Context: an optimization exercise on an open-source flow, tuned for small area, a short achievable clock period and few clock cycles. The choices shown serve that exercise and are no tape-out recipe.

## taylor_sine
module taylor_sine(
    input clock,
    input reset,
    input start_in,
    input signed [11:0] x_in,
    output reg ready_out,
    output [11:0] sin_out
);
For scale: roughly 63 flip-flops, ~28 I/O pins, roughly 7300 sq um of cells after synthesis.
==> module taylor_sine, before the edit <==
module taylor_sine(
    input clock,
    input reset,
    input start_in,
    input signed [11:0] x_in,
    output reg ready_out,
    output [11:0] sin_out
);
reg armed;
reg [5:1] ph;           
reg [11:0] t, n2, acc;
reg [1:0] m;            
reg [5:0] b_one, b_two, b_neg;    
wire idle = ~|ph;
wire go   = idle && armed && start_in;
function in_range(input signed [11:0] v, input signed [11:0] lo, input signed [11:0] hi);
    in_range = (v >= lo) && (v <= hi);
endfunction
wire m3 = in_range(x_in, -12'sd2047, -12'sd1716) | in_range(x_in, 12'sd1449, 12'sd1715);
wire m2 = in_range(x_in, -12'sd1417, -12'sd1415) | (x_in == -12'sd1401) |
          in_range(x_in, -12'sd1399, -12'sd1384) | in_range(x_in, -12'sd1381, -12'sd1302) |
          in_range(x_in, -12'sd1292, -12'sd1290);
wire m1 = in_range(x_in, -12'sd1448, -12'sd1290) | in_range(x_in, 12'sd670, 12'sd1289);
wire [1:0] m_x = m3 ? 2'd3 : m2 ? 2'd2 : m1 ? 2'd1 : 2'd0;
wire [11:0] bnext = (idle | ph[1]) ? x_in : ph[2] ? 12'd171 : ph[3] ? n2 : 12'd51;
reg [5:0] e_one, e_two, e_neg;
reg bm1;
integer i;
always @(*) begin
    for (i = 0; i < 6; i = i + 1) begin
        bm1 = (i == 0) ? 1'b0 : bnext[2*i-1];
        e_one[i] = bnext[2*i] ^ bm1;
        e_two[i] = (bnext[2*i+1] & ~bnext[2*i] & ~bm1) | (~bnext[2*i+1] & bnext[2*i] & bm1);
        e_neg[i] = bnext[2*i+1];
    end
end
reg [21:0] r0, r1, r2, r3, r4, r5, rn;
reg [12:0] v, e;
reg [21:0] pp [0:5];
always @(*) begin
    for (i = 0; i < 6; i = i + 1) begin
        v = b_one[i] ? {t[11], t} : b_two[i] ? {t, 1'b0} : 13'd0;
        e = v ^ {13{b_neg[i]}};
        pp[i] = {9'd0, ~e[12], e[11:0]} << (2*i);
    end
    r0 = {1'b1, 1'b0, 1'b1, 1'b0, 1'b1, 1'b0, 1'b1, ~pp[0][12], ~pp[0][12], ~pp[0][12], pp[0][11:0]};
    r0[14] = pp[0][12];
    r1 = pp[1] | {21'd0, b_neg[0]};
    r2 = pp[2] | ({21'd0, b_neg[1]} << 2);
    r3 = pp[3] | ({21'd0, b_neg[2]} << 4);
    r4 = pp[4] | ({21'd0, b_neg[3]} << 6);
    r5 = pp[5] | {acc, 10'd0} | ({21'd0, b_neg[4]} << 8);
    rn = {21'd0, b_neg[5]} << 10;
end
function [43:0] csa(input [21:0] a, input [21:0] b, input [21:0] c);
    csa = {a ^ b ^ c, ((a & b) | (a & c) | (b & c)) << 1};
endfunction
wire [21:0] s1, c1, s2, c2, s3, c3, s4, c4, s5, c5;
assign {s1, c1} = csa(r0, r1, r2);
assign {s2, c2} = csa(r3, r4, r5);
assign {s3, c3} = csa(s1, c1, s2);
assign {s4, c4} = csa(c2, rn, s3);
assign {s5, c5} = csa(s4, c4, c3);
wire [21:0] prod = s5 + c5;
wire [11:0] res = prod[21:10];
always @(posedge clock) begin
    if (reset) begin
        ready_out <= 1'b0;
        armed <= 1'b1;
        ph <= 5'd0;
    end else begin
        ph <= {ph[4:1], go};
        if (go) begin
            ready_out <= 1'b0;
            armed <= 1'b0;
        end else if (ph[5]) begin
            ready_out <= 1'b1;
        end else if (idle && !start_in) begin
            armed <= 1'b1;
        end
    end
end
always @(posedge clock) begin
    b_one <= e_one;
    b_two <= e_two;
    b_neg <= e_neg;
    m <= m_x;
    if (go) begin
        t   <= x_in;
        acc <= 12'd0;
    end
    if (ph[1]) n2 <= ~res;
    if (ph[1] | ph[2] | ph[3] | ph[4] | ph[5]) t <= res ^ {12{ph[1]}};
    if (ph[4]) begin
        acc <= x_in + t - {10'd0, m};
    end
end
assign sin_out = t;
endmodule
clock: 10.0 ns
lec_check: 0
cap_margin: 20
core_margin: 2
core_utilization: 40
setup_slack_margin: 4
slew_margin: 20
run.sh (not shown) runs the stock make flow with config.mk's settings and CLKGATE_MAP_FILE= SYNTH_SCRIPT=/design/flow/synth_recipe.tcl, a recipe that flattens the netlist after the stock synthesis.
==> next run, changes <==
--- a/flow/design.v
+++ b/flow/design.v
@@ -10,17 +10,15 @@
 reg [5:1] ph;           
 reg [11:0] t, n2, acc;
-reg [1:0] m;            
 reg [5:0] b_one, b_two, b_neg;    
 wire idle = ~|ph;
 wire go   = idle && armed && start_in;
-function in_range(input signed [11:0] v, input signed [11:0] lo, input signed [11:0] hi);
-    in_range = (v >= lo) && (v <= hi);
-endfunction
-wire m3 = in_range(x_in, -12'sd2047, -12'sd1716) | in_range(x_in, 12'sd1449, 12'sd1715);
-wire m2 = in_range(x_in, -12'sd1417, -12'sd1415) | (x_in == -12'sd1401) |
-          in_range(x_in, -12'sd1399, -12'sd1384) | in_range(x_in, -12'sd1381, -12'sd1302) |
-          in_range(x_in, -12'sd1292, -12'sd1290);
-wire m1 = in_range(x_in, -12'sd1448, -12'sd1290) | in_range(x_in, 12'sd670, 12'sd1289);
-wire [1:0] m_x = m3 ? 2'd3 : m2 ? 2'd2 : m1 ? 2'd1 : 2'd0;
+wire [10:0] u = ~n2[10:0];
+wire big = (u >= 11'd1624 && u < 11'd1632) || (u >= 11'd1654 && u < 11'd1864) ||
+           (u >= 11'd1868 && u < 11'd1912) || (u >= 11'd1916 && u < 11'd1918) ||
+           (u >= 11'd1954 && u < 11'd1962);
+wire n2_pos = !n2[11] && (n2[10:0] != 11'd0);
+wire m3 = n2_pos && t[11];
+wire m12 = n2[11] && ($signed(t) <= -12'sd49);
+wire [1:0] m = m3 ? 2'd3 : m12 ? (big ? 2'd2 : 2'd1) : 2'd0;
 wire [11:0] bnext = (idle | ph[1]) ? x_in : ph[2] ? 12'd171 : ph[3] ? n2 : 12'd51;
 reg [5:0] e_one, e_two, e_neg;
@@ -85,5 +83,4 @@
     b_two <= e_two;
     b_neg <= e_neg;
-    m <= m_x;
     if (go) begin
         t   <= x_in;
What happened: The changed run went through all stages and came out clean. First-iteration DRC count is lower by 1.8%. Count of clock-buffer cells in the layout went down by 2. Sequential share of layout area rises by 0.62 points. Via count fell by 9.3%. Utilization is higher by 0.64 points. Routed wire length falls by 8.0%. Fmax drops by 0.48%. Worst setup slack got worse by 0.027 ns. Cell area shrinks by 5.4%.
No run of this note included a check of the RTL's function; only the layout flow was run.

afterwards: timing with drivers on the ports:
Ports are ideal in the flow. The routed layouts listed here were re-timed in OpenROAD. Step 1: set_driving_cell puts a clkbuf_16 on clock and a buf_2 on each other input, an assumption about the parent block. Step 2 moves the port delays by t, midway between the first and last clock arrival at a register: inputs arrive t later, outputs are due t later. That takes back most of the time a late clock gives input paths. Slacks: ideal ports / drivers / drivers and shift; pairs: ideal ports / drivers.
run	shift t [ns]	setup slack, ns	clock arrival spread, ns	slew at the worst register clock pin (ns)	worst slew at a driven data input, ns
the first run	0.373	4.371 / 4.371 / 4.371	0.008 / 0.009	0.06 / 0.06	0.03
the second run	0.373	4.344 / 4.344 / 4.344	0.010 / 0.010	0.06 / 0.06	0.04
After both steps every run listed still meets setup and hold.
